Context: an optimization exercise on an open-source flow, tuned for small area and a short achievable clock period. The choices shown serve that exercise and are no tape-out recipe. In this exercise RTL edits were held to simulation tests only and were not proved equivalent to the original. Power figures rest on the tool's default switching activity, not on a simulated workload.

== build 34 ==
## desiredDrive_reg
module desiredDrive_reg(
    input clk, rst_n,
    input [11:0] avg_torque,
    input [4:0] cadence,
    input not_pedaling,
    input [12:0] incline,
    input [2:0] scale,
    output logic [11:0] target_curr
);
logic [14:0] ts_nxt, ic_nxt;
logic [14:0] ts_r, ic_r;
desiredDrive iDD(.avg_torque(avg_torque), .cadence(cadence), .not_pedaling(not_pedaling),
                 .incline(incline), .scale(scale), .ts_prod(ts_nxt), .ic_prod(ic_nxt));
always_ff @(posedge clk, negedge rst_n) begin
    if (!rst_n)
        ts_r <= 15'h0000;
    else
        ts_r <= ts_nxt;
end
always_ff @(posedge clk)
    ic_r <= ic_nxt;
wire b_p1 = ts_r[0] & ic_r[0];
wire b_p2 = ts_r[0] & ic_r[1];
wire b_p3 = ts_r[0] & ic_r[2];
wire b_p4 = ts_r[0] & ic_r[3];
wire b_p5 = ts_r[0] & ic_r[4];
wire b_p6 = ts_r[0] & ic_r[5];
wire b_p7 = ts_r[0] & ic_r[6];
wire b_p8 = ts_r[0] & ic_r[7];
wire b_p9 = ts_r[0] & ic_r[8];
wire b_p10 = ts_r[0] & ic_r[9];
wire b_p11 = ts_r[0] & ic_r[10];
wire b_p12 = ts_r[0] & ic_r[11];
wire b_p13 = ts_r[0] & ic_r[12];
wire b_p14 = ts_r[0] & ic_r[13];
wire b_p15 = ts_r[0] & ic_r[14];
wire b_p16 = ts_r[1] & ic_r[0];
wire b_p17 = ts_r[1] & ic_r[1];
wire b_p18 = ts_r[1] & ic_r[2];
wire b_p19 = ts_r[1] & ic_r[3];
wire b_p20 = ts_r[1] & ic_r[4];
wire b_p21 = ts_r[1] & ic_r[5];
wire b_p22 = ts_r[1] & ic_r[6];
wire b_p23 = ts_r[1] & ic_r[7];
wire b_p24 = ts_r[1] & ic_r[8];
wire b_p25 = ts_r[1] & ic_r[9];
wire b_p26 = ts_r[1] & ic_r[10];
wire b_p27 = ts_r[1] & ic_r[11];
wire b_p28 = ts_r[1] & ic_r[12];
wire b_p29 = ts_r[1] & ic_r[13];
  ...
For scale: about 48 I/O pins.
==> flow/config.mk <==
export PLATFORM = sky130hd
export DESIGN_NAME = desiredDrive_reg
export DESIGN_NICKNAME = desiredDrive_reg
export VERILOG_FILES = /design/flow/design.v
export SDC_FILE = /design/flow/constraint.sdc
export NUM_CORES = 4
export LEC_CHECK = 0
export CAP_MARGIN = 20
export CORE_MARGIN = 2
export CORE_UTILIZATION = 40
export SLEW_MARGIN = 20
==> flow/constraint.sdc <==
create_clock -name core_clock -period 13.0 [get_ports {clk}]
set_input_delay 2.6000 -clock core_clock [delete_from_list [all_inputs] [get_ports {clk}]]
set_output_delay 2.6000 -clock core_clock [all_outputs]
set_load 0.01 [all_outputs]
standard.sh (not shown) runs the stock make flow with config.mk's settings and CLKGATE_MAP_FILE= SYNTH_SCRIPT=/design/flow/synth_recipe.tcl, a recipe that flattens the netlist after the stock synthesis.
==> flow/flow/run.sh <==
#!/bin/bash
# Layout flow: the standard flow, except that Yosys's generic "synth -run fine:"
# step skips its early ABC pass (-noabc), so that extract_fa sees the RTL's full
# adders as written (without the input/output inversions the early ABC pass puts
# around them). Everything else (dfflibmap, the final ABC mapping, flatten,
# renaming, floorplan .. finish) is the standard flow unchanged.
set -euo pipefail
HERE=$(pwd)
# ORFS's synth.tcl with the one change
sed 's/synth -top \$::env(DESIGN_NAME) -run fine: {\*}\$synth_full_args/synth -top $::env(DESIGN_NAME) -run fine: -noabc {*}$synth_full_args/' \
    "$FLOW_HOME/scripts/synth.tcl" > "$HERE/synth_noabc.tcl"
grep -q -- '-run fine: -noabc' "$HERE/synth_noabc.tcl"
# The standard flow's synthesis wrapper, sourcing the changed synth.tcl
sed "s#source \$::env(SCRIPTS_DIR)/synth.tcl#source $HERE/synth_noabc.tcl#" synth_recipe.tcl > "$HERE/flow_synth.tcl"
grep -q "source $HERE/synth_noabc.tcl" "$HERE/flow_synth.tcl"
# The standard.sh, pointed at that wrapper
sed "s#SYNTH_SCRIPT=[^ ]*#SYNTH_SCRIPT=$HERE/flow_synth.tcl#" standard.sh > "$HERE/flow_standard.sh"
grep -q "SYNTH_SCRIPT=$HERE/flow_synth.tcl" "$HERE/flow_standard.sh"
bash "$HERE/flow_standard.sh" SETUP_SLACK_MARGIN=6.5 finish > "$HERE/flow_make.log" 2>&1
No stage failed in build 34, and the final checks on the layout all came back clean.
Inputs modified between build 34 and build 17:
==> flow/flow/run.sh <==
#!/bin/bash
# Layout flow: the standard flow (standard.sh), with these changes:
#  - synthesis: Yosys's generic "synth -run fine:" step skips its early ABC
#    pass (-noabc), so that extract_fa sees the RTL's full adders as written
#    (without the input/output inversions that pass puts around them), and
#    extract_fa looks for full adders only (EXTRACT_FA_ARGS); the rest of
#    synthesis (dfflibmap, the final ABC mapping, flatten, renaming) is as in
#    the standard flow's synthesis;
#  - the port buffers are PORT_BUF cells;
#  - ORFS's timing repair aims for SETUP_SLACK_MARGIN ns of setup slack.
# The SDC, the clock period and every other step are the standard flow's.
set -euo pipefail
HERE=$(pwd)
EXTRACT_FA_ARGS=""
SETUP_MARGIN=6.5
PORT_BUF=sky130_fd_sc_hd__buf_1
# ORFS's synth.tcl with the changes
sed -e 's/synth -top \$::env(DESIGN_NAME) -run fine: {\*}\$synth_full_args/synth -top $::env(DESIGN_NAME) -run fine: -noabc {*}$synth_full_args/' \
    -e "s/extract_fa {\*}\[dont_use_extract_fa_args\]/extract_fa $EXTRACT_FA_ARGS/" \
    "$FLOW_HOME/scripts/synth.tcl" > "$HERE/synth_changed.tcl"
grep -q -- '-run fine: -noabc' "$HERE/synth_changed.tcl"
grep -q -- "^ *extract_fa $EXTRACT_FA_ARGS\$" "$HERE/synth_changed.tcl"
# The standard flow's synthesis wrapper, sourcing the changed synth.tcl
sed "s#source \$::env(SCRIPTS_DIR)/synth.tcl#source $HERE/synth_changed.tcl#" synth_recipe.tcl > "$HERE/flow_synth.tcl"
grep -q "source $HERE/synth_changed.tcl" "$HERE/flow_synth.tcl"
# The standard.sh, pointed at that wrapper
sed "s#SYNTH_SCRIPT=[^ ]*#SYNTH_SCRIPT=$HERE/flow_synth.tcl#" standard.sh > "$HERE/flow_standard.sh"
grep -q "SYNTH_SCRIPT=$HERE/flow_synth.tcl" "$HERE/flow_standard.sh"
bash "$HERE/flow_standard.sh" SETUP_SLACK_MARGIN=$SETUP_MARGIN \
    "BUFFER_PORTS_ARGS=-buffer_cell $PORT_BUF" finish > "$HERE/flow_make.log" 2>&1
Results
From build 17 to build 34, number of multi-input combinational cells did not move at all. Diff build 34 -> build 17: cell area now smaller; synthesized area comparable. Worst hold slack delta for build 17 relative to build 34: 0.011 ns higher. Number of vias after detailed routing went down slightly going from build 34 to build 17.
#### Input delta (build 56 over build 17)
-- flow/flow/run.sh --
<<< build 17, line 13
HERE=$(pwd)
EXTRACT_FA_ARGS=""
SETUP_MARGIN=6.5
PORT_BUF=sky130_fd_sc_hd__buf_1
# ORFS's synth.tcl with the changes
>>> build 56, line 13
HERE=$(pwd)
EXTRACT_FA_ARGS=""
SETUP_MARGIN=7.0
PORT_BUF=sky130_fd_sc_hd__buf_1
# ORFS's synth.tcl with the changes
### Flow results
Tap cell count: build 17 vs build 56 identical
In the tables for build 17 and build 56, layout overhead on the synthesized area reads lower with build 17.
Build 56 completed end to end with timing, DRC and antenna clean.
Power: build 56 draws more than build 17
Setup changes, build 56 to build 44
==> flow/flow/run.sh <==
#!/bin/bash
# Layout flow: the standard flow, except that Yosys's generic "synth -run fine:"
# step skips its early ABC pass (-noabc), so that extract_fa sees the RTL's full
# adders as written (without the input/output inversions the early ABC pass puts
# around them). Everything else (dfflibmap, the final ABC mapping, flatten,
# renaming, floorplan .. finish) is the standard flow unchanged.
set -euo pipefail
HERE=$(pwd)
# ORFS's synth.tcl with the one change
sed 's/synth -top \$::env(DESIGN_NAME) -run fine: {\*}\$synth_full_args/synth -top $::env(DESIGN_NAME) -run fine: -noabc {*}$synth_full_args/' \
    "$FLOW_HOME/scripts/synth.tcl" > "$HERE/synth_noabc.tcl"
grep -q -- '-run fine: -noabc' "$HERE/synth_noabc.tcl"
# The standard flow's synthesis wrapper, sourcing the changed synth.tcl
sed "s#source \$::env(SCRIPTS_DIR)/synth.tcl#source $HERE/synth_noabc.tcl#" synth_recipe.tcl > "$HERE/flow_synth.tcl"
grep -q "source $HERE/synth_noabc.tcl" "$HERE/flow_synth.tcl"
# The standard.sh, pointed at that wrapper
sed "s#SYNTH_SCRIPT=[^ ]*#SYNTH_SCRIPT=$HERE/flow_synth.tcl#" standard.sh > "$HERE/flow_standard.sh"
grep -q "SYNTH_SCRIPT=$HERE/flow_synth.tcl" "$HERE/flow_standard.sh"
bash "$HERE/flow_standard.sh" SETUP_SLACK_MARGIN=7 finish > "$HERE/flow_make.log" 2>&1
Findings:
- Build 56 -> build 44: count of final hold-check violations delta 0, exact match
- Layout cell share with drive strength beyond 1 (higher): build 56
- On part of the cycle the worst path needs: build 44 sits above build 56.
- Area of all placed cells without fillers was higher in the run labelled build 44.
- Build 44 supports a lower top clock frequency than build 56.
- Reported for build 56 and build 44, critical path depth turned out identical to the last digit.
For build 29, these inputs were changed with respect to build 44:
==> flow/flow/run.sh <==
#!/bin/bash
# Layout flow: the standard flow (standard.sh), with these changes:
#  - synthesis: Yosys's generic "synth -run fine:" step skips its early ABC
#    pass (-noabc), so that extract_fa sees the RTL's full adders as written
#    (without the input/output inversions that pass puts around them), and
#    extract_fa looks for full adders only (EXTRACT_FA_ARGS); the rest of
#    synthesis (dfflibmap, the final ABC mapping, flatten, renaming) is as in
#    the standard flow's synthesis;
#  - the port buffers are PORT_BUF cells;
#  - ORFS's timing repair aims for SETUP_SLACK_MARGIN ns of setup slack.
# The SDC, the clock period and every other step are the standard flow's.
set -euo pipefail
HERE=$(pwd)
EXTRACT_FA_ARGS=""
SETUP_MARGIN=7.3
PORT_BUF=sky130_fd_sc_hd__buf_1
# ORFS's synth.tcl with the changes
sed -e 's/synth -top \$::env(DESIGN_NAME) -run fine: {\*}\$synth_full_args/synth -top $::env(DESIGN_NAME) -run fine: -noabc {*}$synth_full_args/' \
    -e "s/extract_fa {\*}\[dont_use_extract_fa_args\]/extract_fa $EXTRACT_FA_ARGS/" \
    "$FLOW_HOME/scripts/synth.tcl" > "$HERE/synth_changed.tcl"
grep -q -- '-run fine: -noabc' "$HERE/synth_changed.tcl"
grep -q -- "^ *extract_fa $EXTRACT_FA_ARGS\$" "$HERE/synth_changed.tcl"
# The standard flow's synthesis wrapper, sourcing the changed synth.tcl
sed "s#source \$::env(SCRIPTS_DIR)/synth.tcl#source $HERE/synth_changed.tcl#" synth_recipe.tcl > "$HERE/flow_synth.tcl"
grep -q "source $HERE/synth_changed.tcl" "$HERE/flow_synth.tcl"
# The standard.sh, pointed at that wrapper
sed "s#SYNTH_SCRIPT=[^ ]*#SYNTH_SCRIPT=$HERE/flow_synth.tcl#" standard.sh > "$HERE/flow_standard.sh"
grep -q "SYNTH_SCRIPT=$HERE/flow_synth.tcl" "$HERE/flow_standard.sh"
bash "$HERE/flow_standard.sh" SETUP_SLACK_MARGIN=$SETUP_MARGIN \
    "BUFFER_PORTS_ARGS=-buffer_cell $PORT_BUF" finish > "$HERE/flow_make.log" 2>&1
[summary]
Build 29 finished all stages; the layout is clean.
Build 29 vs. build 44: total power went up by about 0.38%, non-clock buffering overhead in the final layout decreased 1.2 points, setup slack -0.015 ns, global-route wire length before repair lower.
Final critical path time including I/O delays and setup sits higher in build 29 than in build 44.
The multi-input combinational cell area reported for build 29 is greater than that of build 44 by 40 µm².
Diff build 44 -> build 29: final layout net count increased 0.74%; internal power contribution moved up.
The following lists how build 63 was set up differently from build 29:
==> flow/flow/run.sh <==
#!/bin/bash
# Layout flow: the standard flow, except that Yosys's generic "synth -run fine:"
# step skips its early ABC pass (-noabc), so that extract_fa sees the RTL's full
# adders as written (without the input/output inversions the early ABC pass puts
# around them). Everything else (dfflibmap, the final ABC mapping, flatten,
# renaming, floorplan .. finish) is the standard flow unchanged.
set -euo pipefail
HERE=$(pwd)
# ORFS's synth.tcl with the one change
sed 's/synth -top \$::env(DESIGN_NAME) -run fine: {\*}\$synth_full_args/synth -top $::env(DESIGN_NAME) -run fine: -noabc {*}$synth_full_args/' \
    "$FLOW_HOME/scripts/synth.tcl" > "$HERE/synth_noabc.tcl"
grep -q -- '-run fine: -noabc' "$HERE/synth_noabc.tcl"
# The standard flow's synthesis wrapper, sourcing the changed synth.tcl
sed "s#source \$::env(SCRIPTS_DIR)/synth.tcl#source $HERE/synth_noabc.tcl#" synth_recipe.tcl > "$HERE/flow_synth.tcl"
grep -q "source $HERE/synth_noabc.tcl" "$HERE/flow_synth.tcl"
# The standard.sh, pointed at that wrapper
sed "s#SYNTH_SCRIPT=[^ ]*#SYNTH_SCRIPT=$HERE/flow_synth.tcl#" standard.sh > "$HERE/flow_standard.sh"
grep -q "SYNTH_SCRIPT=$HERE/flow_synth.tcl" "$HERE/flow_standard.sh"
bash "$HERE/flow_standard.sh" finish > "$HERE/flow_make.log" 2>&1
Per the comparison of build 63 with build 29, share of cell area taken by multi-input logic gates went down by 0.47 points; setup slack went down 0.78 ns; post-CTS setup repair buffer count fell by 6.
For the post-layout minimum cycle time, build 63 came in 0.78 ns higher than build 29 did.
Build 63 ended up with ic_r[13]$_DFF_P_ as its termination of the worst setup path; build 29 ended up with ic_r[9]$_DFF_P_.
In the metrics for build 63 and build 29, the one carrying the lower worst supply voltage drop on vdd is build 29.
Against build 29, number of buffers other than clock buffers in the final layout in build 63 fell by more than a quarter.
On sequential share of layout area, build 63 and build 29 are neck and neck.

==> what the ideal ports hide <==
No port has a modelled driver above. Below, the same layouts with a new extraction and two added sets of constraints. Step 1, drivers: a clkbuf_16 drives clk and a buf_2 each remaining input, both assumed. Step 2 adds t to the input delays and takes it off the output delays; t is the mean of the earliest and latest rising clock arrival at the registers after step 1. Input paths then give back, and output paths get back, about the clock's delay inside the block. a / b / c = no drivers / after step 1 / after step 2; a / b = the first two.
| run | t (ns) | slack for setup (ns) | hold slack, ns | worst setup path at the end | latest minus earliest clock arrival (ns) |
|---|---|---|---|---|---|
| build 34 | 0.318 | 6.664 / 6.673 / 6.356 | 1.233 / 1.233 / 1.233 | input to register | 0.011 / 0.011 |
| build 17 | 0.325 | 6.635 / 6.633 / 6.308 | 1.244 / 1.244 / 1.244 | input to register | 0.012 / 0.011 |
| build 56 | 0.341 | 6.861 / 6.867 / 6.526 | 1.088 / 1.088 / 1.088 | input to register | 0.008 / 0.008 |
| build 44 | 0.344 | 6.835 / 6.845 / 6.501 | 1.230 / 1.230 / 1.230 | input to register | 0.005 / 0.005 |
| build 29 | 0.336 | 6.820 / 6.818 / 6.482 | 1.116 / 1.116 / 1.116 | input to register | 0.012 / 0.012 |
| build 63 | 0.329 | 6.038 / 6.058 / 5.729 | 1.261 / 1.261 / 1.261 | input to register | 0.004 / 0.004 |
After both steps setup and hold are still met in every run listed. For build 29, which loses most, drivers alone change the setup slack by -0.002 ns; drivers and shift together by -0.338 ns.
